Background: an optimization exercise with open tools, aiming at small area. Do not read the settings as production practice. In this exercise RTL edits were held to simulation tests only and were not proved equivalent to the original. Power figures rest on the tool's default switching activity, not on a simulated workload.

## top_module
module top_module(
    input clk,
    rst,
    floor_0_p,
    floor_1_p,
    floor_2_p,
    floor_3_p,
    floor_4_p,
    direction_1,
    direction_2,
    direction_3,
    floor_0_d,
    floor_1_d,
    floor_2_d,
    floor_3_d,
    floor_4_d,
    output led_inside_0,
    led_inside_1,
    led_inside_2,
    led_inside_3,
    led_inside_4,
    led_outside_0,
    led_outside_1,
    led_outside_2,
    led_outside_3,
    led_outside_4,
    led_busy,
    a_out,b_out,c_out,d_out,e_out,f_out,g_out,p_out,
    output [7:0] an
);
==> flow/config.mk <==
export PLATFORM = sky130hd
export DESIGN_NAME = top_module
export DESIGN_NICKNAME = top_module
export VERILOG_FILES = /design/flow/design.v
export SDC_FILE = /design/flow/constraint.sdc
export NUM_CORES = 4
export LEC_CHECK = 0
export ABC_AREA = 1
export CAP_MARGIN = 20
export CORE_MARGIN = 2
export CORE_UTILIZATION = 60
export CTS_BUF_LIST = sky130_fd_sc_hd__clkbuf_4
export SLEW_MARGIN = 20
==> flow/constraint.sdc <==
create_clock -name core_clock -period 10.0 [get_ports {clk}]
set_input_delay 2.0000 -clock core_clock [delete_from_list [all_inputs] [get_ports {clk}]]
set_output_delay 2.0000 -clock core_clock [all_outputs]
set_load 0.01 [all_outputs]
standard.sh (not shown) runs the stock make flow with config.mk's settings and CLKGATE_MAP_FILE= SYNTH_SCRIPT=/design/flow/synth_recipe.tcl, a recipe that flattens the netlist after the stock synthesis.
==> flow/flow/run.sh <==
#!/bin/bash
# The standard layout (bash standard.sh) with three changes that only save
# cell area:
#  - synthesis is the standard flow's own (synth_recipe.tcl, unchanged), except that
#    ABC maps the logic with an area-oriented script (flow/area.abc)
#    instead of ORFS's, which buffers and upsizes for a 10 ps clock;
#  - the port buffers are the smallest buffer cell;
#  - the clock tree gets no dummy load cells at its leaves.
set -euo pipefail
here=$(pwd)
export AREA_ABC_SCRIPT="$here/flow/area.abc"
# synth_recipe.tcl with an abc wrapper after its first line (the synth wrapper)
{
  head -n 1 synth_recipe.tcl
  cat <<'TCL'
proc abc {args} {
  set i [lsearch -exact $args -script]
  if {$i >= 0 && [regexp {abc_(area|speed)\.script$} [lindex $args [expr {$i + 1}]]]} {
    set args [lreplace $args $i [expr {$i + 1}] -script $::env(AREA_ABC_SCRIPT)]
    puts "area ABC script: $::env(AREA_ABC_SCRIPT)"
  }
  yosys abc {*}$args
}
TCL
  tail -n +2 synth_recipe.tcl
} > area_synth.tcl
export BUFFER_PORTS_ARGS="-buffer_cell sky130_fd_sc_hd__buf_1"
export CTS_ARGS="-sink_clustering_enable -repair_clock_nets -dont_use_dummy_load -buf_list sky130_fd_sc_hd__clkbuf_4"
bash standard.sh SYNTH_SCRIPT="$here/area_synth.tcl" finish > standard.log 2>&1
==> flow/flow/area.abc <==
strash
dch
map -a
topo
dnsize
Edit:
==> flow/flow/run.sh (replaced) <==
#!/bin/bash
# The standard layout (bash standard.sh), with two changes that only save
# cell area: the port buffers are the smallest buffer cell, and the clock
# tree gets no dummy load cells at its leaves.
set -euo pipefail
export BUFFER_PORTS_ARGS="-buffer_cell sky130_fd_sc_hd__buf_1"
export CTS_ARGS="-sink_clustering_enable -repair_clock_nets -dont_use_dummy_load -buf_list sky130_fd_sc_hd__clkbuf_4"
bash standard.sh > standard.log 2>&1
removed: flow/flow/area.abc
What happened: The changed run finished clean; hold slack gets better by 14 ps; worst setup slack gets better by 1100 ps; global-route usage shrinks by 0.29 points; sequential power barely changes; final area grows by 11%.

========
Another version of the RTL of top_module (not shown whole).
Size: roughly 360 cells after synthesis, roughly 61 flip-flops, roughly 0.0029 mm^2 of cells after synthesis.
==> flow/config.mk <==
export PLATFORM = sky130hd
export DESIGN_NAME = top_module
export DESIGN_NICKNAME = top_module
export VERILOG_FILES = /design/flow/design.v
export SDC_FILE = /design/flow/constraint.sdc
export NUM_CORES = 4
export LEC_CHECK = 0
export ABC_AREA = 1
export CAP_MARGIN = 20
export CORE_MARGIN = 2
export CORE_UTILIZATION = 60
export CTS_BUF_LIST = sky130_fd_sc_hd__clkbuf_4
export SLEW_MARGIN = 20
==> flow/constraint.sdc <==
create_clock -name core_clock -period 10.0 [get_ports {clk}]
set_input_delay 2.0000 -clock core_clock [delete_from_list [all_inputs] [get_ports {clk}]]
set_output_delay 2.0000 -clock core_clock [all_outputs]
set_load 0.01 [all_outputs]
==> flow/flow/run.sh <==
#!/bin/bash
# The standard layout (bash standard.sh) with three changes that only save
# cell area:
#  - synthesis is the standard flow's own (synth_recipe.tcl, unchanged), except that
#    ABC maps the logic with an area-oriented script (flow/area.abc)
#    instead of ORFS's, which buffers and upsizes for a 10 ps clock;
#  - the port buffers are the smallest buffer cell;
#  - the clock tree gets no dummy load cells at its leaves.
set -euo pipefail
here=$(pwd)
export AREA_ABC_SCRIPT="$here/flow/area.abc"
# synth_recipe.tcl with an abc wrapper after its first line (the synth wrapper)
{
  head -n 1 synth_recipe.tcl
  cat <<'TCL'
proc abc {args} {
  set i [lsearch -exact $args -script]
  if {$i >= 0 && [regexp {abc_(area|speed)\.script$} [lindex $args [expr {$i + 1}]]]} {
    set args [lreplace $args $i [expr {$i + 1}] -script $::env(AREA_ABC_SCRIPT)]
    puts "area ABC script: $::env(AREA_ABC_SCRIPT)"
  }
  yosys abc {*}$args
}
TCL
  tail -n +2 synth_recipe.tcl
} > area_synth.tcl
export BUFFER_PORTS_ARGS="-buffer_cell sky130_fd_sc_hd__buf_1"
export CTS_ARGS="-sink_clustering_enable -repair_clock_nets -dont_use_dummy_load -buf_list sky130_fd_sc_hd__clkbuf_4"
bash standard.sh SYNTH_SCRIPT="$here/area_synth.tcl" finish > standard.log 2>&1
==> flow/flow/area.abc <==
strash
&get -n
&st
&dch -f
&nf -a -R 1000
&put
strash
&get -n
&st
&dch -f
&nf -a -R 1000
&put
strash
&get -n
&st
&dch -f
&nf -a -R 1000
&put
strash
&get -n
&st
&dch -f
&nf -a -R 1000
&put
topo
dnsize
The first run finished with timing, DRC and antenna clean.
Edit:
--- a/flow/flow/run.sh
+++ b/flow/flow/run.sh
@@ -2,5 +2,7 @@
-# The standard layout (bash standard.sh) with three changes that only save
-# cell area:
-#  - synthesis is the standard flow's own (synth_recipe.tcl, unchanged), except that
-#    ABC maps the logic with an area-oriented script (flow/area.abc)
-#    instead of ORFS's, which buffers and upsizes for a 10 ps clock;
+# The standard layout (bash standard.sh) with changes that only save cell
+# area:
+#  - synthesis is the standard flow's own (synth_recipe.tcl, unchanged), except that ABC
+#    maps the logic with an area-oriented script (flow/area.abc) instead of
+#    ORFS's, which buffers and upsizes for a 10 ps clock, and that no half
+#    or full adder cells are extracted before ABC (ADDER_MAP_FILE empty), so
+#    ABC maps that logic too;
@@ -28,2 +30,2 @@
-export CTS_ARGS="-sink_clustering_enable -repair_clock_nets -dont_use_dummy_load -buf_list sky130_fd_sc_hd__clkbuf_4"
-bash standard.sh SYNTH_SCRIPT="$here/area_synth.tcl" finish > standard.log 2>&1
+export CTS_ARGS="-sink_clustering_enable -repair_clock_nets -dont_use_dummy_load -sink_clustering_size 20 -sink_clustering_max_diameter 200 -buf_list sky130_fd_sc_hd__clkbuf_8"
+bash standard.sh SYNTH_SCRIPT="$here/area_synth.tcl" ADDER_MAP_FILE= finish > standard.log 2>&1
- The new run finished clean
- area after synthesis falls by a few percent
- wire length rose by a few percent
- fmax goes down slightly
- critical path depth climbs by 1
- via count goes up slightly
- non-clock buffer count went up by 1
- total power rises by roughly a tenth
- design area fell slightly
Edit:
--- a/flow/flow/run.sh
+++ b/flow/flow/run.sh
@@ -30 +30 @@
-export CTS_ARGS="-sink_clustering_enable -repair_clock_nets -dont_use_dummy_load -sink_clustering_size 20 -sink_clustering_max_diameter 200 -buf_list sky130_fd_sc_hd__clkbuf_8"
+export CTS_ARGS="-sink_clustering_enable -repair_clock_nets -dont_use_dummy_load -buf_list sky130_fd_sc_hd__clkbuf_4"
- The new run passed the timing, design-rule and antenna checks
- final cell count does not change
- wire length falls by 0.54%
- core utilization decreases by 1.3 points
- total power went down by 8.8%
- count of clock-buffer cells in the layout does not change
- worst setup slack loses 0.039 ns
- worst hold slack barely changes
- synthesized area does not change
- sequential cell count stays the same

========
Another version of the RTL of top_module (not shown whole).
Size in the first run: roughly 330 cells after synthesis, roughly 59 flip-flops, ~42 I/O pins.
Settings: LEC_CHECK=0, ABC_AREA=1, CAP_MARGIN=0, CORE_MARGIN=2, CORE_UTILIZATION=60, CTS_BUF_LIST=sky130_fd_sc_hd__clkbuf_4, SLEW_MARGIN=0; clock period 10.0 ns.
==> flow/flow/run.sh <==
#!/bin/bash
# The standard layout (bash standard.sh) with changes that only save cell
# area:
#  - synthesis is the standard flow's own (synth_recipe.tcl, unchanged), except that ABC
#    maps the logic with an area-oriented script (flow/area.abc: AIG
#    resynthesis with &deepsyn, then area mapping with &nf) instead of
#    ORFS's, which buffers and upsizes for a 10 ps clock, and that no half
#    or full adder cells are extracted before ABC (ADDER_MAP_FILE empty), so
#    ABC maps that logic too;
#  - the port buffers are the smallest buffer cell;
#  - the clock tree gets no dummy load cells at its leaves.
set -euo pipefail
here=$(pwd)
export AREA_ABC_SCRIPT="$here/flow/area.abc"
# synth_recipe.tcl with an abc wrapper after its first line (the synth wrapper)
{
  head -n 1 synth_recipe.tcl
  cat <<'TCL'
proc abc {args} {
  set i [lsearch -exact $args -script]
  if {$i >= 0 && [regexp {abc_(area|speed)\.script$} [lindex $args [expr {$i + 1}]]]} {
    set args [lreplace $args $i [expr {$i + 1}] -script $::env(AREA_ABC_SCRIPT)]
    puts "area ABC script: $::env(AREA_ABC_SCRIPT)"
  }
  yosys abc {*}$args
}
TCL
  tail -n +2 synth_recipe.tcl
} > area_synth.tcl
export BUFFER_PORTS_ARGS="-buffer_cell sky130_fd_sc_hd__buf_1"
export CTS_ARGS="-sink_clustering_enable -repair_clock_nets -dont_use_dummy_load -buf_list sky130_fd_sc_hd__clkbuf_4"
bash standard.sh SYNTH_SCRIPT="$here/area_synth.tcl" ADDER_MAP_FILE= finish > standard.log 2>&1
==> flow/flow/area.abc <==
strash
&get -n
&deepsyn -J 200 -T 900
&put
strash
&get -n
&st
&dch -f
&nf -a -R 1000
&put
topo
dnsize
The first run completed without violations.
Then changed:
==> flow/flow/area.abc (replaced) <==
strash
&get -n
&deepsyn -J 200 -T 900 -t
&put
strash
&get -n
&st
&dch -f
&nf -a -R 1000
&put
topo
dnsize
- CAP_MARGIN: 0 -> 20
- SLEW_MARGIN: 0 -> 20
Via count drops by 2.7%. Clock skew hardly moves. Utilization fell by 0.43 points. Total power shrinks by 5.5%. Synthesized cell count shrinks by 0.30%. Final area is lower by 0.62%. Worst setup slack improved by 0.031 ns. Global-route usage is lower by 1.4 points. Synthesized area barely changes. Routed wire length decreases by 2.2%.
Then changed:
==> flow/flow/area.abc (replaced) <==
strash
&get -n
&deepsyn -J 200 -T 900
&put
strash
&get -n
&st
&dch -f
&nf -a -R 1000
&put
topo
dnsize
Wire length increases by 2.2%.
First-iteration DRC count decreases by 13%.
Flip-flop and latch count stays the same.
Worst hold slack gets better by 0.0051 ns.
Total power increases by 5.9%.
Synthesized cell count increases by 0.30%.
Die area is about the same.
Final area increases by 0.63%.
Worst setup slack gets worse by 0.031 ns.
Maximum frequency decreases by 0.66%.
Global-route usage increases by 1.4 points.

========
The RTL this note starts from:
==> flow/design.v <==
`timescale 1ns / 1ps
module clk_divider(
	input clk_in,
	input rst,
	output tick,
	output after_tick    
    );
reg q0, q1;
assign tick = q0 & ~q1;
assign after_tick = q0 & q1;
always @(posedge clk_in)
begin
	if (rst == 1'b0) begin
		q0 <= 1'b0;
		q1 <= 1'b0;
	end
	else begin
		q0 <= ~q1;
		q1 <= q0;
	end
end
endmodule
`timescale 1ns / 1ps
module debouncer(
	input 		clk,
	input 		load,
	input 		hold,
	input 		noisy_in,
	output reg 	clean_out
    );
reg s0, s1, s2;
always @(posedge clk)
begin
	s0 <= (load & noisy_in) | (hold & s0);
	s1 <= (load & s0) | (hold & s1);
	s2 <= (load & s1) | (hold & s2);
	clean_out <= (load & s1 & ~s2) | (hold & clean_out);
end
endmodule
`timescale 1ns / 1ps
module ssd(
	input clk, reset,
	input [1:0] sd,    
	input [2:0] xf,    
	output a_out, b_out, c_out, d_out, e_out, f_out, g_out, p_out,
	output [7:0] an
);
reg [4:0] counter;
parameter SCAN = 24;    
reg [4:0] bcount;       
wire wrap = (SCAN == 24) ? (~counter[4] & counter[3] & ~counter[2] & counter[0]) : (bcount == SCAN);
reg blank;
reg [2:0] idx;
reg [1:0] xs;    
always @(posedge clk) begin
	if (reset == 1'b0) begin
		counter <= 5'b11001;
		bcount <= 5'd31;
		blank <= 1'b1;
		idx <= 3'd7;
	end
	else begin
		counter <= {counter[3:0], counter[4] ^ counter[2] ^ wrap};
		bcount <= wrap ? 5'd0 : bcount + 5'd1;
		if (wrap) begin
			blank <= 1'b0;
			idx <= idx + 3'd1;
		end
	end
end
always @(posedge clk) begin
	xs <= sd;
end
wire [7:0] dsel;    
assign dsel[0] = ~idx[2] & ~idx[1] & ~idx[0];
assign dsel[1] = ~idx[2] & ~idx[1] &  idx[0];
assign dsel[2] = ~idx[2] &  idx[1] & ~idx[0];
assign dsel[3] = ~idx[2] &  idx[1] &  idx[0];
assign dsel[4] =  idx[2] & ~idx[1] & ~idx[0];
assign dsel[5] =  idx[2] & ~idx[1] &  idx[0];
assign dsel[6] =  idx[2] &  idx[1] & ~idx[0];
assign dsel[7] =  idx[2] &  idx[1] &  idx[0];
assign an = ~(dsel & {8{~blank}});
wire up = xs[0], dn = xs[1];
wire [6:0] seg_f = (xf == 3'd0) ? 7'b0000001 :
                   (xf == 3'd1) ? 7'b1001111 :
                   (xf == 3'd2) ? 7'b0010010 :
                   (xf == 3'd3) ? 7'b0000110 : 7'b1001100;
wire [6:0] seg_4 = {~up, dn, up, up, up, ~up, 1'b0};
wire [6:0] seg_5 = {1'b1, 1'b0, 1'b0, ~up & ~dn, ~up & ~dn, ~up, ~dn};
wire [6:0] seg = ~(({7{dsel[0]}} & ~seg_f) | ({7{dsel[2]}} & 7'b0001110) | ({7{dsel[3]}} & 7'b1000111) |
                   ({7{dsel[4]}} & ~seg_4) | ({7{dsel[5]}} & ~seg_5)) | {7{blank}};
assign {a_out, b_out, c_out, d_out, e_out, f_out, g_out} = seg;
assign p_out = 1'b1;
endmodule
`timescale 1ns / 1ps
module elevator(
	input clk, tick, after_tick, rst, load, hold,
	input floor_0_p, floor_1_p, floor_2_p, floor_3_p, floor_4_p,
	input direction_1, direction_2, direction_3,
	input floor_0_d, floor_1_d, floor_2_d, floor_3_d, floor_4_d,
	output [4:0] led_inside,
	output [4:0] led_outside,
	output reg led_busy,
	output reg [1:0] sd,
	output [2:0] dfloor
);
reg [7:0] timer;
wire [7:0] timer_step = {timer[6:0], ~(timer[7] ^ timer[6] ^ timer[5] ^ timer[0])};
reg [2:0] F;
reg [2:0] W;
reg dir;
reg pt;
reg stepped;              
reg [1:0] S;
reg [3:1] LI, LO;    
wire [4:0] fp = {floor_4_p, floor_3_p, floor_2_p, floor_1_p, floor_0_p};
wire [4:0] fc = {floor_4_d, floor_3_d, floor_2_d, floor_1_d, floor_0_d};
wire [3:1] dirs = {direction_3, direction_2, direction_1};
parameter LIMIT = 250;    
function [7:0] lfsr_after;
	input integer n;
	integer i;
	begin
		lfsr_after = 8'd0;
		for (i = 0; i < n; i = i + 1)
			lfsr_after = {lfsr_after[6:0], ~(lfsr_after[7] ^ lfsr_after[6] ^ lfsr_after[5] ^ lfsr_after[0])};
	end
endfunction
localparam [7:0] TEXP = lfsr_after(LIMIT);
wire expire = (LIMIT == 250) ? (~timer[7] & timer[6] & ~timer[5] & ~timer[4] & ~timer[2] & ~timer[1] & ~timer[0])
                             : (timer == TEXP);
wire moving = (W != 3'd7);
wire at_target = (F == W);
wire arrive_done = expire & moving & led_busy & at_target;    
wire step        = expire & moving & ~led_busy;               
wire [2:0] F1 = step ? (dir ? F + 3'd1 : F - 3'd1) : F;
wire [2:0] W1 = arrive_done ? 3'd7 : W;
wire [4:0] F1hot = 5'b1 << F1;
wire [4:0] lit = {1'b0, LO | LI, 1'b0};
wire stop = step & ((F1 == W) | (|(F1hot & lit)));
wire idle = (W == 3'd7) | arrive_done;
wire [4:0] Fhot = 5'b1 << F;
wire [4:0] pv = fp & ~Fhot;
wire [4:0] cv = fc & ~Fhot;
wire anyp = |pv;
wire anyc = |cv;
wire [4:0] pfirst = pv & ~{pv[3:0], 1'b0} & ~{pv[2:0], 2'b0} & ~{pv[1:0], 3'b0} & ~{pv[0], 4'b0};
wire [4:0] cfirst = cv & ~{cv[3:0], 1'b0} & ~{cv[2:0], 2'b0} & ~{cv[1:0], 3'b0} & ~{cv[0], 4'b0};
wire [4:0] thot = anyp ? pfirst : cfirst;
wire [2:0] tgt = {thot[4], thot[3] | thot[2], thot[3] | thot[1]};
wire newt = idle & (anyp | anyc);
wire [2:0] W2 = newt ? tgt : W1;
wire up = tgt > F;
reg [3:1] bup, bdn;
integer k;
always @* begin
	for (k = 1; k <= 3; k = k + 1) begin
		bup[k] = (W2 != 3'd7) && F1 < k && W2 > k;
		bdn[k] = F1 > k && W2 < k;
	end
end
wire [3:1] qc = bup | bdn;
wire [3:1] qp = (dirs & bup) | (~dirs & bdn);
wire [3:1] clr = stop ? F1hot[3:1] : 3'b0;
wire [3:1] setlo = (newt & anyp ? pfirst[3:1] : 3'b0) | (fp[3:1] & qp);
wire [3:1] setli = (newt & ~anyp ? cfirst[3:1] : 3'b0) | (fc[3:1] & qc);
wire [7:0] timer_n = (expire | newt) ? 8'd0 : timer_step;
wire [1:0] S_n = moving ? (dir ? 2'b01 : 2'b10) : 2'b00;
wire B_n = stop | (led_busy & ~(expire & moving));
always @(posedge clk) begin
	timer <= ({8{load}} & timer_n) | ({8{hold}} & timer);
	F <= ({3{load}} & F1) | ({3{hold}} & F);
	W <= {3{~rst}} | ({3{load}} & W2) | ({3{hold}} & W);
	dir <= (load & (newt ? up : dir)) | (hold & dir);
	pt <= (load & (newt ? anyp : pt)) | (hold & pt);
	stepped <= (load & ((expire | newt) ? step : stepped)) | (hold & stepped);
	S <= ({2{load}} & S_n) | ({2{hold}} & S);
	led_busy <= (load & B_n) | (hold & led_busy);
	LI <= ({3{load}} & ((LI & ~clr) | setli)) | ({3{hold}} & LI);
	LO <= ({3{load}} & ((LO & ~clr) | setlo)) | ({3{hold}} & LO);
end
wire t0 = (W == 3'd0) & (F != 3'd0);
wire t4 = (W == 3'd4) & (F != 3'd4);
assign led_outside = {t4 & pt, LO, t0 & pt};
assign led_inside = {t4 & ~pt, LI, t0 & ~pt};
always @(posedge clk)
	if (tick)
		sd <= S;
wire moved = stepped & ~|timer[7:1] & (~timer[0] | after_tick);    
assign dfloor = moved ? (dir ? F - 3'd1 : F + 3'd1) : F;
endmodule
`timescale 1ns / 1ps
module top_module(
    input clk,
    rst,
    floor_0_p,
    floor_1_p,
    floor_2_p,
    floor_3_p,
    floor_4_p,
    direction_1,
    direction_2,
    direction_3,
    floor_0_d,
    floor_1_d,
    floor_2_d,
    floor_3_d,
    floor_4_d,
    output led_inside_0,
    led_inside_1,
    led_inside_2,
    led_inside_3,
    led_inside_4,
    led_outside_0,
    led_outside_1,
    led_outside_2,
    led_outside_3,
    led_outside_4,
    led_busy,
    a_out,b_out,c_out,d_out,e_out,f_out,g_out,p_out,
    output [7:0] an
);
    wire tick;
    wire load = rst & tick;
    wire hold = rst & ~tick;
    wire p0, p1, p2, p3, p4;
    wire [4:0] li, lo;
    wire [1:0] sd;
    wire [2:0] dfloor;
    wire after_tick;
    clk_divider divider(.clk_in(clk), .rst(rst), .tick(tick), .after_tick(after_tick));
    debouncer pb0(.clk(clk), .load(load), .hold(hold), .noisy_in(floor_0_p), .clean_out(p0));
    debouncer pb1(.clk(clk), .load(load), .hold(hold), .noisy_in(floor_1_p), .clean_out(p1));
    debouncer pb2(.clk(clk), .load(load), .hold(hold), .noisy_in(floor_2_p), .clean_out(p2));
    debouncer pb3(.clk(clk), .load(load), .hold(hold), .noisy_in(floor_3_p), .clean_out(p3));
    debouncer pb4(.clk(clk), .load(load), .hold(hold), .noisy_in(floor_4_p), .clean_out(p4));
    elevator elev(
        .clk(clk), .tick(tick), .after_tick(after_tick), .rst(rst), .load(load), .hold(hold),
        .floor_0_p(p0), .floor_1_p(p1), .floor_2_p(p2), .floor_3_p(p3), .floor_4_p(p4),
        .direction_1(direction_1), .direction_2(direction_2), .direction_3(direction_3),
        .floor_0_d(floor_0_d), .floor_1_d(floor_1_d), .floor_2_d(floor_2_d),
        .floor_3_d(floor_3_d), .floor_4_d(floor_4_d),
        .led_inside(li), .led_outside(lo), .led_busy(led_busy),
        .sd(sd), .dfloor(dfloor));
    assign {led_inside_4, led_inside_3, led_inside_2, led_inside_1, led_inside_0} = li;
    assign {led_outside_4, led_outside_3, led_outside_2, led_outside_1, led_outside_0} = lo;
    ssd seven_segment_display(.clk(clk), .reset(rst), .sd(sd), .xf(dfloor),
        .a_out(a_out), .b_out(b_out), .c_out(c_out), .d_out(d_out), .e_out(e_out),
        .f_out(f_out), .g_out(g_out), .p_out(p_out), .an(an));
endmodule
Settings: LEC_CHECK=0, ABC_AREA=1, CAP_MARGIN=20, CORE_MARGIN=2, CORE_UTILIZATION=60, CTS_BUF_LIST=sky130_fd_sc_hd__clkbuf_4, SLEW_MARGIN=20; clock period 10.0 ns.
==> flow/flow/run.sh <==
#!/bin/bash
# The standard layout (bash standard.sh) with three changes that only save
# cell area:
#  - synthesis is the standard flow's own (synth_recipe.tcl, unchanged), except that
#    ABC maps the logic with an area-oriented script (flow/area.abc)
#    instead of ORFS's, which buffers and upsizes for a 10 ps clock;
#  - the port buffers are the smallest buffer cell;
#  - the clock tree gets no dummy load cells at its leaves.
set -euo pipefail
here=$(pwd)
export AREA_ABC_SCRIPT="$here/flow/area.abc"
# synth_recipe.tcl with an abc wrapper after its first line (the synth wrapper)
{
  head -n 1 synth_recipe.tcl
  cat <<'TCL'
proc abc {args} {
  set i [lsearch -exact $args -script]
  if {$i >= 0 && [regexp {abc_(area|speed)\.script$} [lindex $args [expr {$i + 1}]]]} {
    set args [lreplace $args $i [expr {$i + 1}] -script $::env(AREA_ABC_SCRIPT)]
    puts "area ABC script: $::env(AREA_ABC_SCRIPT)"
  }
  yosys abc {*}$args
}
TCL
  tail -n +2 synth_recipe.tcl
} > area_synth.tcl
export BUFFER_PORTS_ARGS="-buffer_cell sky130_fd_sc_hd__buf_1"
export CTS_ARGS="-sink_clustering_enable -repair_clock_nets -dont_use_dummy_load -buf_list sky130_fd_sc_hd__clkbuf_4"
bash standard.sh SYNTH_SCRIPT="$here/area_synth.tcl" ADDER_MAP_FILE= finish > standard.log 2>&1
==> flow/flow/area.abc <==
strash
&get -n
&st
&dch -f
&nf -a -R 1000
&put
strash
&get -n
&st
&dch -f
&nf -a -R 1000
&put
strash
&get -n
&st
&dch -f
&nf -a -R 1000
&put
strash
&get -n
&st
&dch -f
&nf -a -R 1000
&put
topo
dnsize
The baseline completed with no timing, DRC or antenna violations.
==> next run, changes <==
--- a/flow/flow/run.sh
+++ b/flow/flow/run.sh
@@ -1,7 +1,10 @@
 #!/bin/bash
-# The standard layout (bash standard.sh) with three changes that only save
-# cell area:
-#  - synthesis is the standard flow's own (synth_recipe.tcl, unchanged), except that
-#    ABC maps the logic with an area-oriented script (flow/area.abc)
-#    instead of ORFS's, which buffers and upsizes for a 10 ps clock;
+# The standard layout (bash standard.sh) with changes that only save cell
+# area:
+#  - synthesis is the standard flow's own (synth_recipe.tcl, unchanged), except that ABC
+#    maps the logic with an area-oriented script (flow/area.abc: AIG
+#    resynthesis with &deepsyn, then area mapping with &nf) instead of
+#    ORFS's, which buffers and upsizes for a 10 ps clock, and that no half
+#    or full adder cells are extracted before ABC (ADDER_MAP_FILE empty), so
+#    ABC maps that logic too;
 #  - the port buffers are the smallest buffer cell;
==> flow/flow/area.abc (replaced) <==
strash
&get -n
&deepsyn -J 200 -T 900
&put
strash
&get -n
&st
&dch -f
&nf -a -R 1000
&put
topo
dnsize
Synthesized area went down by about 1.1%.
Maximum frequency went down by about 3.4%.
Die area went down by 1.0%.
==> next run, changes <==
--- a/flow/flow/run.sh
+++ b/flow/flow/run.sh
@@ -4,4 +4,3 @@
 #  - synthesis is the standard flow's own (synth_recipe.tcl, unchanged), except that ABC
-#    maps the logic with an area-oriented script (flow/area.abc: AIG
-#    resynthesis with &deepsyn, then area mapping with &nf) instead of
+#    maps the logic with an area-oriented script (flow/area.abc) instead of
 #    ORFS's, which buffers and upsizes for a 10 ps clock, and that no half
@@ -30,3 +29,3 @@
 export BUFFER_PORTS_ARGS="-buffer_cell sky130_fd_sc_hd__buf_1"
-export CTS_ARGS="-sink_clustering_enable -repair_clock_nets -dont_use_dummy_load -buf_list sky130_fd_sc_hd__clkbuf_4"
+export CTS_ARGS="-sink_clustering_enable -repair_clock_nets -dont_use_dummy_load -sink_clustering_size 12 -sink_clustering_max_diameter 60 -buf_list sky130_fd_sc_hd__clkbuf_4"
 bash standard.sh SYNTH_SCRIPT="$here/area_synth.tcl" ADDER_MAP_FILE= finish > standard.log 2>&1
==> flow/flow/area.abc (replaced) <==
strash
&get -n
&st
&dch -f
&nf -a -R 1000
&put
strash
&get -n
&st
&dch -f
&nf -a -R 1000
&put
strash
&get -n
&st
&dch -f
&nf -a -R 1000
&put
strash
&get -n
&st
&dch -f
&nf -a -R 1000
&put
topo
dnsize
- The new run finished clean
- via count climbs by 4.8%
- routed wire length rose by 4.8%
- first-iteration DRC count rises by 45%
- power grows by 3.1%
- design area rose by 0.65%
- final cell count is higher by 3.6%
- critical path depth does not change
==> next run, changes <==
--- a/flow/flow/run.sh
+++ b/flow/flow/run.sh
@@ -29,3 +29,3 @@
 export BUFFER_PORTS_ARGS="-buffer_cell sky130_fd_sc_hd__buf_1"
-export CTS_ARGS="-sink_clustering_enable -repair_clock_nets -dont_use_dummy_load -sink_clustering_size 12 -sink_clustering_max_diameter 60 -buf_list sky130_fd_sc_hd__clkbuf_4"
+export CTS_ARGS="-sink_clustering_enable -repair_clock_nets -dont_use_dummy_load -buf_list {sky130_fd_sc_hd__clkbuf_2 sky130_fd_sc_hd__clkbuf_4}"
 bash standard.sh SYNTH_SCRIPT="$here/area_synth.tcl" ADDER_MAP_FILE= finish > standard.log 2>&1
After rerunning: Cell area does not change; core utilization is unchanged; die area stays the same; wire length is unchanged; clock-buffer cell count does not change; flip-flop and latch count does not change; synthesized cell count stays the same; synthesized area is unchanged; clock power hardly moves.

[re-timing with driven ports]
How much do the figures lean on ideal ports? The routed layouts below were timed once more, with nothing changed but the port constraints.
Step 1: set_driving_cell puts a clkbuf_16 on clk and a buf_2 on each other input, an assumption about the parent block.
Step 2 moves the port delays by t, midway between the first and last clock arrival at a register: inputs arrive t later, outputs are due t later. That takes back most of the time a late clock gives input paths.
Three values: no drivers, after step 1, after step 2; two values: the first two.
run	t, ns	slack for setup (ns)	worst setup path after step 2
the first run of note 1	0.404	4.938 / 4.938 / 4.541	input to register
the second run of note 1	0.413	6.047 / 6.019 / 5.727	input to register
the first run of note 2	0.411	5.315 / 5.289 / 5.701	register to output
the second run of note 2	0.356	5.288 / 5.259 / 5.466	input to register
the third run of note 2	0.415	5.249 / 5.223 / 5.473	input to register
the first run of note 3	0.411	5.217 / 5.192 / 5.603	register to output
the second run of note 3	0.409	5.249 / 5.224 / 5.634	register to output
the third run of note 3	0.411	5.217 / 5.192 / 5.603	register to output
the first run of note 4	0.415	5.249 / 5.223 / 5.473	input to register
the second run of note 4	0.411	5.084 / 5.059 / 5.470	register to output
the third run of note 4	0.415	5.249 / 5.223 / 5.473	input to register
the fourth run of note 4	0.415	5.249 / 5.223 / 5.473	input to register
After both steps every run listed still meets setup and hold. The setup slack of the first run of note 1, which loses most, moves by 0.000 ns with the drivers and by -0.397 ns with both steps.
